What follows belongs to an exercise in optimizing a design on an open flow for small area, a short achievable clock period and few clock cycles per item; a production flow would make more cautious choices. At most, simulation tests tie the RTL to the original design; equivalence was not proved. No activity file was given, so power comes from the tool's default toggle rates.

==> flow/design.v <==
module JAM (
input CLK,
input RST,
output reg [2:0] W,
output reg [2:0] J,
input [6:0] Cost,
output [3:0] MatchCount,
output reg [9:0] MinCost,
output reg Valid );
localparam K_NONE = 3'd0, K_CR = 3'd1, K_INIT = 3'd2, K_H = 3'd3, K_SCAN = 3'd4, K_EXT = 3'd5;
localparam S_CR = 0, S_WCR = 1, S_INIT = 2, S_WROW = 3, S_HB = 4, S_SCAN = 5,
           S_EXT = 6, S_WEXT = 7, S_RY = 8, S_RYW = 9, S_RYW2 = 10, S_DONE = 11;
function [3:0] mul16;
    input [3:0] a, b;
    reg [7:0] t;
    begin
        t = a * b;
        mul16 = t[3:0];
    end
endfunction
function [7:0] lowbit;
    input [7:0] x;
    integer m;
    reg seen;
    begin
        seen = 1'b0;
        for (m = 0; m < 8; m = m + 1) begin
            lowbit[m] = x[m] & ~seen;
            seen = seen | x[m];
        end
    end
endfunction
function [2:0] low3;
    input [7:0] x;
    integer m;
    begin
        low3 = 3'd0;
        for (m = 7; m >= 0; m = m - 1)
            if (x[m]) low3 = m;
    end
endfunction
reg [11:0] st;
reg [2:0] ak;           
reg       afirst, alast;
reg [7:0] off;          
reg [9:0] corr;         
reg       fsc;          
reg [2:0] bk;           
reg       ev;           
reg       accf, dfd;    
reg [7:0] rowasg;       
reg       aug_on;
reg       s1v;
reg [7:0] vo;           
reg [2:0] bi, bj;
reg       bfirst, blast;
reg [8:0] cs;           
reg [7:0] dA, dB;       
reg [7:0] v [0:7];      
reg [7:0] d [0:7];      
reg [2:0] prow [0:7];   
reg [7:0] pval;         
reg [2:0] way [0:7];    
reg [7:0] wset;         
reg [7:0] ready;
reg [7:0] rv; reg rtb; reg [2:0] rj; reg [7:0] rmask; reg [3:0] rcnt;
reg [7:0] mu; reg [2:0] jst; reg jst_m;
reg [2:0] cbj;           
reg       fresh;        
reg [2:0] row_cur, aug_row, aug_j;
reg [7:0] pend;
reg [7:0] Fm;           
reg [3:0] rs [0:7];     
reg [7:0] Gp, Xg, B, cr, cu;
reg       fin, par;
reg [3:0] racc;
assign MatchCount = racc;
wire is_cr = bk == K_CR, is_init = bk == K_INIT, is_scan = bk == K_SCAN, is_ext = bk == K_EXT;
wire       ctb = is_cr ? (rowasg[bi] || (accf && !rtb && rj == bi)) : is_ext ? 1'b0 : pval[bj];
wire       lt = cs < {1'b0, dB};
wire       k1 = {cs, ctb} < {1'b0, rv, rtb};
wire       k2 = {dB, ctb} < {rv, rtb};
wire       take = bfirst || (is_scan && !lt ? k2 : k1);
wire [7:0] cv = is_scan && !lt ? dB : cs[7:0];
wire [7:0] fv = take ? cv : rv;
wire       ftb = take ? ctb : rtb;
wire [2:0] cidx = is_cr ? bi : bj;
wire [2:0] fidx = take ? cidx : rj;
wire [7:0] ohj = 8'd1 << bj;
wire [7:0] ohc = 8'd1 << cidx;
wire [7:0] ohr = 8'd1 << rj;
wire       ceq = cs[7:0] == rv;
wire [7:0] fmask = (bfirst || k1) ? ohj : ceq ? (rmask | ohj) : rmask;
wire [3:0] fcnt = (bfirst || k1) ? 4'd1 : ceq ? rcnt + 4'd1 : rcnt;
wire       decide = ev && st[S_WROW];
wire       dec_free = decide && !jst_m;
wire       dec_exp = decide && jst_m;
wire       start_next = (ev && st[S_WCR]) || dec_free;
wire [7:0] rowasg_f = rowasg | ((accf && !rtb) ? (8'd1 << rj) : 8'd0);
wire       any_todo = ~rowasg_f != 8'd0;
reg  [2:0] next_row;
integer k;
always @* begin
    next_row = 3'd0;
    for (k = 7; k >= 0; k = k - 1)
        if (!rowasg_f[k]) next_row = k;
end
reg  [7:0] vv, dv;
always @* begin
    vv = 8'd0; dv = 8'd0;
    for (k = 0; k < 8; k = k + 1) begin
        vv = vv | (v[k] & {8{vo[k]}});
        dv = dv | (d[k] & {8{vo[k]}});
    end
end
wire [9:0] vx = {{2{vv[7]}}, vv};
wire       rdy = (ready & vo) != 8'd0;
wire [9:0] cnew = rdy ? -{2'b00, mu} : (st[S_WROW] && jst_m) ? {2'b00, mu} : 10'd0;
wire [9:0] ceff = fsc ? {cs[8], cs} : corr;
wire [7:0] pend_n = pend & ~vo;
wire       slast = pend_n == 8'd0;
wire [7:0] pend_0 = ~ready & ~vo;    
wire [2:0] vo_e = {vo[4] | vo[5] | vo[6] | vo[7], vo[2] | vo[3] | vo[6] | vo[7], vo[1] | vo[3] | vo[5] | vo[7]};
wire [7:0] vo_r = {vo[6:0], vo[7]};
wire [7:0] Gc = ~Fm;
wire [7:0] u0c = lowbit(Gc);
wire [7:0] G1 = Gc & ~u0c;
wire [7:0] Bn = (B - Gp) & Gp;
reg  [7:0] tcol;        
always @* begin
    for (k = 0; k < 8; k = k + 1)
        tcol[k] = (d[k] & cr) != 8'd0;
end
wire       cin = (Xg & cr) != 8'd0;    
reg [15:0] pp0, pp1;
reg       pv1, par1;
reg [3:0] ra [0:7];
reg [3:0] rb [0:7];
always @* begin
    for (k = 0; k < 8; k = k + 1) begin
        ra[k] = rs[k];
        rb[k] = rs[k] - {3'b000, cu[k]};
    end
end
always @(posedge CLK) begin
    pp0 <= {mul16(ra[0], ra[1]), mul16(ra[2], ra[3]), mul16(ra[4], ra[5]), mul16(ra[6], ra[7])};
    pp1 <= {mul16(rb[0], rb[1]), mul16(rb[2], rb[3]), mul16(rb[4], rb[5]), mul16(rb[6], rb[7])};
end
reg  [7:0] q0, q1;
reg        par2, s2v;
always @(posedge CLK) begin
    q0 <= {mul16(pp0[15:12], pp0[11:8]), mul16(pp0[7:4], pp0[3:0])};
    q1 <= pv1 ? {mul16(pp1[15:12], pp1[11:8]), mul16(pp1[7:4], pp1[3:0])} : 8'd0;
    par2 <= par1;
end
wire [3:0] prod0 = mul16(q0[7:4], q0[3:0]);
wire [3:0] prod1 = mul16(q1[7:4], q1[3:0]);
wire [3:0] tsum = par2 ? prod1 - prod0 : prod0 - prod1;
always @(posedge CLK or posedge RST) begin
    if (RST) begin
        st <= 12'd1 << S_CR; W <= 3'd0; J <= 3'd0; ak <= K_CR; afirst <= 1'b1; alast <= 1'b0;
        off <= 8'd0; corr <= 10'd0; bk <= K_NONE; ev <= 1'b0; accf <= 1'b0; dfd <= 1'b0;
        rowasg <= 8'd0; aug_on <= 1'b0; s1v <= 1'b0; s2v <= 1'b0; Valid <= 1'b0; MinCost <= 10'd0; vo <= 8'd1;
    end else begin
        bk <= ak;
        ev <= blast && ((is_cr && bj == 3'd7) || is_init || is_scan || (is_ext && bi == 3'd7));
        if (blast && (is_init || is_scan)) vo <= take ? (ctb ? ohc : 8'd1) : (rtb ? ohr : 8'd1);
        accf <= blast && is_cr;
        dfd <= dec_free;
        if (accf || dfd) MinCost <= MinCost + {2'b00, rv};
        if (accf && !rtb) rowasg[rj] <= 1'b1;
        if (dec_free) aug_on <= 1'b1;
        else if (aug_on) aug_on <= wset[aug_j];
        s1v <= st[S_RY];
        s2v <= s1v;
        off <= vv; corr <= cnew;
            if (st[S_CR]) begin
                if (W == 3'd7 && J == 3'd7) begin
                    st <= 12'd1 << S_WCR; ak <= K_NONE;
                end else begin
                    W <= W + 3'd1; if (W == 3'd7) J <= J + 3'd1;
                    ak <= K_CR; afirst <= W == 3'd7; alast <= W == 3'd6;
                end
                off <= 8'd0; corr <= 10'd0;
            end
            if (st[S_INIT]) begin
                J <= vo_e; vo <= vo_r;
                ak <= K_INIT; afirst <= 1'b0; alast <= vo[7];
                if (vo[7]) st <= 12'd1 << S_WROW;
            end
            if (st[S_SCAN]) begin
                J <= vo_e; vo <= slast ? 8'd1 : lowbit(pend_n);
                ak <= K_SCAN; afirst <= ak == K_H; alast <= slast;
                corr <= ceff;
                if (slast) st <= 12'd1 << S_WROW;
            end
            if (st[S_EXT]) begin
                if (W == 3'd7 && J == 3'd7) begin
                    st <= 12'd1 << S_WEXT; ak <= K_NONE;
                end else begin
                    J <= vo_e; vo <= vo_r; if (J == 3'd7) W <= W + 3'd1;
                    ak <= K_EXT; afirst <= J == 3'd7; alast <= J == 3'd6;
                end
            end
            if (st[S_WCR] || st[S_WROW]) begin
                ak <= K_NONE;
                if (dec_exp) begin
                    W <= prow[jst]; J <= jst; ak <= K_H; afirst <= 1'b0; alast <= 1'b0;
                    vo <= lowbit(pend_0); st <= 12'd1 << S_SCAN;
                end
            end
            if (st[S_WEXT]) begin
                ak <= K_NONE;
                if (ev) st <= 12'd1 << S_RY;
            end
            if (st[S_RY]) if (fin) st <= 12'd1 << S_RYW;
            if (st[S_RYW]) st <= 12'd1 << S_RYW2;
            if (st[S_RYW2]) begin Valid <= 1'b1; st <= 12'd1 << S_DONE; end
        if (start_next) begin
            J <= 3'd0; vo <= 8'd2; afirst <= 1'b1; alast <= 1'b0;
            if (any_todo) begin
                rowasg[next_row] <= 1'b1; W <= next_row; ak <= K_INIT; st <= 12'd1 << S_INIT;
            end else begin
                W <= 3'd0; ak <= K_EXT; st <= 12'd1 << S_EXT;
            end
        end
    end
end
always @(posedge CLK) begin
    dA <= dv;
    cs <= {3'b000, Cost} - {{2{off[7]}}, off} - ceff;
    fsc <= st[S_SCAN] && ak == K_H;
    dB <= dA;
    bi <= W; bj <= J; bfirst <= afirst; blast <= alast;
    if (ak == K_INIT || ak == K_EXT || ak == K_H) v[J] <= off + corr[7:0];
    if (is_cr || is_init || is_scan || is_ext) begin
        rv <= fv; rtb <= ftb; rj <= fidx; rmask <= fmask; rcnt <= fcnt;
    end
    if (is_init) d[bj] <= cs[7:0];
    if (is_scan && lt) begin
        d[bj] <= cs[7:0]; way[bj] <= jst; wset[bj] <= 1'b1;
    end
    if (blast && (is_init || is_scan)) begin
        mu <= fv; jst <= fidx; jst_m <= ftb;
    end
    if (blast && is_cr) cbj <= bj;
    if (accf) begin
        v[cbj] <= rv; prow[cbj] <= rj; pval[cbj] <= ~rtb;
    end
    if (blast && is_ext) begin
        d[bi] <= fmask; rs[bi] <= fcnt;
        if (fcnt == 4'd1) Fm <= Fm | fmask;
    end
    if (st[S_CR]) begin
        ready <= 8'd0; Fm <= 8'd0;
    end
    if ((st[S_INIT] || st[S_EXT]) && vo[7]) ready <= 8'd0;
    if (decide) fresh <= 1'b0;
    if (decide && fresh) wset <= 8'd0;
    if (dec_exp) begin
        ready[jst] <= 1'b1;
        pend <= pend_0;
    end
    if (st[S_SCAN]) pend <= pend_n;
    if (start_next) begin
        fresh <= 1'b1;
        if (any_todo) row_cur <= next_row;
    end
    if (dec_free) begin
        pval[jst] <= 1'b1; aug_j <= jst; aug_row <= row_cur;
    end else if (aug_on) begin
        prow[aug_j] <= wset[aug_j] ? prow[way[aug_j]] : aug_row;
        aug_j <= way[aug_j];
    end
    if (st[S_WEXT]) begin
        Gp <= G1; Xg <= G1; B <= lowbit(G1); cr <= lowbit(G1); fin <= G1 == 8'd0;
        for (k = 0; k < 8; k = k + 1) cu[k] <= (d[k] & u0c) != 8'd0;
        pv1 <= u0c != 8'd0; par <= 1'b0; racc <= 4'd0;
    end
    if (st[S_RY]) begin
        par1 <= par;
        if (!fin) begin
            for (k = 0; k < 8; k = k + 1)
                if (tcol[k]) rs[k] <= rs[k] + {cin, cin, cin, 1'b1};
            Xg <= Xg ^ cr; par <= !par;
            B <= Bn; cr <= lowbit(Bn); fin <= Bn == 8'd0;
        end
    end
    if (s2v) racc <= racc + tsum;
end
endmodule
clock: 5.0 ns
lec_check: 0
cap_margin: 20
core_margin: 2
core_utilization: 70
setup_slack_margin: 2.1
slew_margin: 20
run.sh (not shown) runs the stock make flow with config.mk's settings and CLKGATE_MAP_FILE= SYNTH_SCRIPT=/design/flow/synth_recipe.tcl, a recipe that flattens the netlist after the stock synthesis.
Edit:
--- a/flow/design.v
+++ b/flow/design.v
@@ -85,12 +85,10 @@
 wire [7:0] fv = take ? cv : rv;
 wire       ftb = take ? ctb : rtb;
 wire [2:0] cidx = is_cr ? bi : bj;
 wire [2:0] fidx = take ? cidx : rj;
 wire [7:0] ohj = 8'd1 << bj;
-wire [7:0] ohc = 8'd1 << cidx;
-wire [7:0] ohr = 8'd1 << rj;
 wire       ceq = cs[7:0] == rv;
 wire [7:0] fmask = (bfirst || k1) ? ohj : ceq ? (rmask | ohj) : rmask;
 wire [3:0] fcnt = (bfirst || k1) ? 4'd1 : ceq ? rcnt + 4'd1 : rcnt;
 wire       decide = ev && st[S_WROW];
 wire       dec_free = decide && !jst_m;
@@ -144,29 +142,27 @@
 end
 always @(posedge CLK) begin
     pp0 <= {mul16(ra[0], ra[1]), mul16(ra[2], ra[3]), mul16(ra[4], ra[5]), mul16(ra[6], ra[7])};
     pp1 <= {mul16(rb[0], rb[1]), mul16(rb[2], rb[3]), mul16(rb[4], rb[5]), mul16(rb[6], rb[7])};
 end
-reg  [7:0] q0, q1;
+wire [3:0] prod0 = mul16(mul16(pp0[15:12], pp0[11:8]), mul16(pp0[7:4], pp0[3:0]));
+wire [3:0] prod1 = mul16(mul16(pp1[15:12], pp1[11:8]), mul16(pp1[7:4], pp1[3:0]));
+reg  [3:0] q0, q1;
 reg        par2, s2v;
 always @(posedge CLK) begin
-    q0 <= {mul16(pp0[15:12], pp0[11:8]), mul16(pp0[7:4], pp0[3:0])};
-    q1 <= pv1 ? {mul16(pp1[15:12], pp1[11:8]), mul16(pp1[7:4], pp1[3:0])} : 8'd0;
-    par2 <= par1;
-end
-wire [3:0] prod0 = mul16(q0[7:4], q0[3:0]);
-wire [3:0] prod1 = mul16(q1[7:4], q1[3:0]);
-wire [3:0] tsum = par2 ? prod1 - prod0 : prod0 - prod1;
+    q0 <= prod0; q1 <= pv1 ? prod1 : 4'd0; par2 <= par1;
+end
+wire [3:0] tsum = par2 ? q1 - q0 : q0 - q1;
 always @(posedge CLK or posedge RST) begin
     if (RST) begin
         st <= 12'd1 << S_CR; W <= 3'd0; J <= 3'd0; ak <= K_CR; afirst <= 1'b1; alast <= 1'b0;
         off <= 8'd0; corr <= 10'd0; bk <= K_NONE; ev <= 1'b0; accf <= 1'b0; dfd <= 1'b0;
         rowasg <= 8'd0; aug_on <= 1'b0; s1v <= 1'b0; s2v <= 1'b0; Valid <= 1'b0; MinCost <= 10'd0; vo <= 8'd1;
     end else begin
         bk <= ak;
         ev <= blast && ((is_cr && bj == 3'd7) || is_init || is_scan || (is_ext && bi == 3'd7));
-        if (blast && (is_init || is_scan)) vo <= take ? (ctb ? ohc : 8'd1) : (rtb ? ohr : 8'd1);
+        if (blast && (is_init || is_scan)) vo <= ftb ? (8'd1 << fidx) : 8'd1;
         accf <= blast && is_cr;
         dfd <= dec_free;
         if (accf || dfd) MinCost <= MinCost + {2'b00, rv};
         if (accf && !rtb) rowasg[rj] <= 1'b1;
         if (dec_free) aug_on <= 1'b1;
The changed run finished clean. Routed wire length increases by 7.4%. Clock-buffer cell count increases by 6. Utilization decreases by 0.82 points. First-iteration DRC count increases by 12%. Die area barely changes. Non-clock buffer count increases by 4. Area after synthesis barely changes. Global-route usage increases by 2.5 points. Cell area increases by about 0.6%. Worst setup slack gains 0.056 ns. Clock power increases by about 5.5%. Synthesized cell count increases by 1.4%. Sequential cell count decreases by 8.
Testbench counts after the change, summed over its fixed seeds: cycles 5,819, items 24.
Only the layout flow was run in the first run of this note; the RTL was not checked for function there.

==> re-timing with driven ports <==
The results above use ideal ports. As a check the final layouts listed here were re-extracted and re-timed, cells and wires unchanged. Step 1 assumes that a clkbuf_16 drives the clock port and a buf_2 every other input. Step 2, shift: input delay + t, output delay - t, t = (earliest + latest rising clock arrival at the registers) / 2. This alone moves slack from input paths to output paths. a / b / c = ideal ports / drivers / drivers and shift; a / b = the first two.
run | shift t [ns] | setup WS [ns] | worst setup path after step 2 | worst register clock-pin slew, ns | worst slew at a driven data input, ns
the first run | 0.654 | 2.029 / 2.029 / 1.614 | input to register | 0.07 / 0.07 | 0.03
the second run | 0.670 | 2.085 / 2.085 / 1.547 | input to register | 0.07 / 0.07 | 0.04
After both steps setup and hold are still met in every run listed. The setup slack of the second run, which loses most, moves by 0.000 ns with the drivers and by -0.538 ns with both steps.
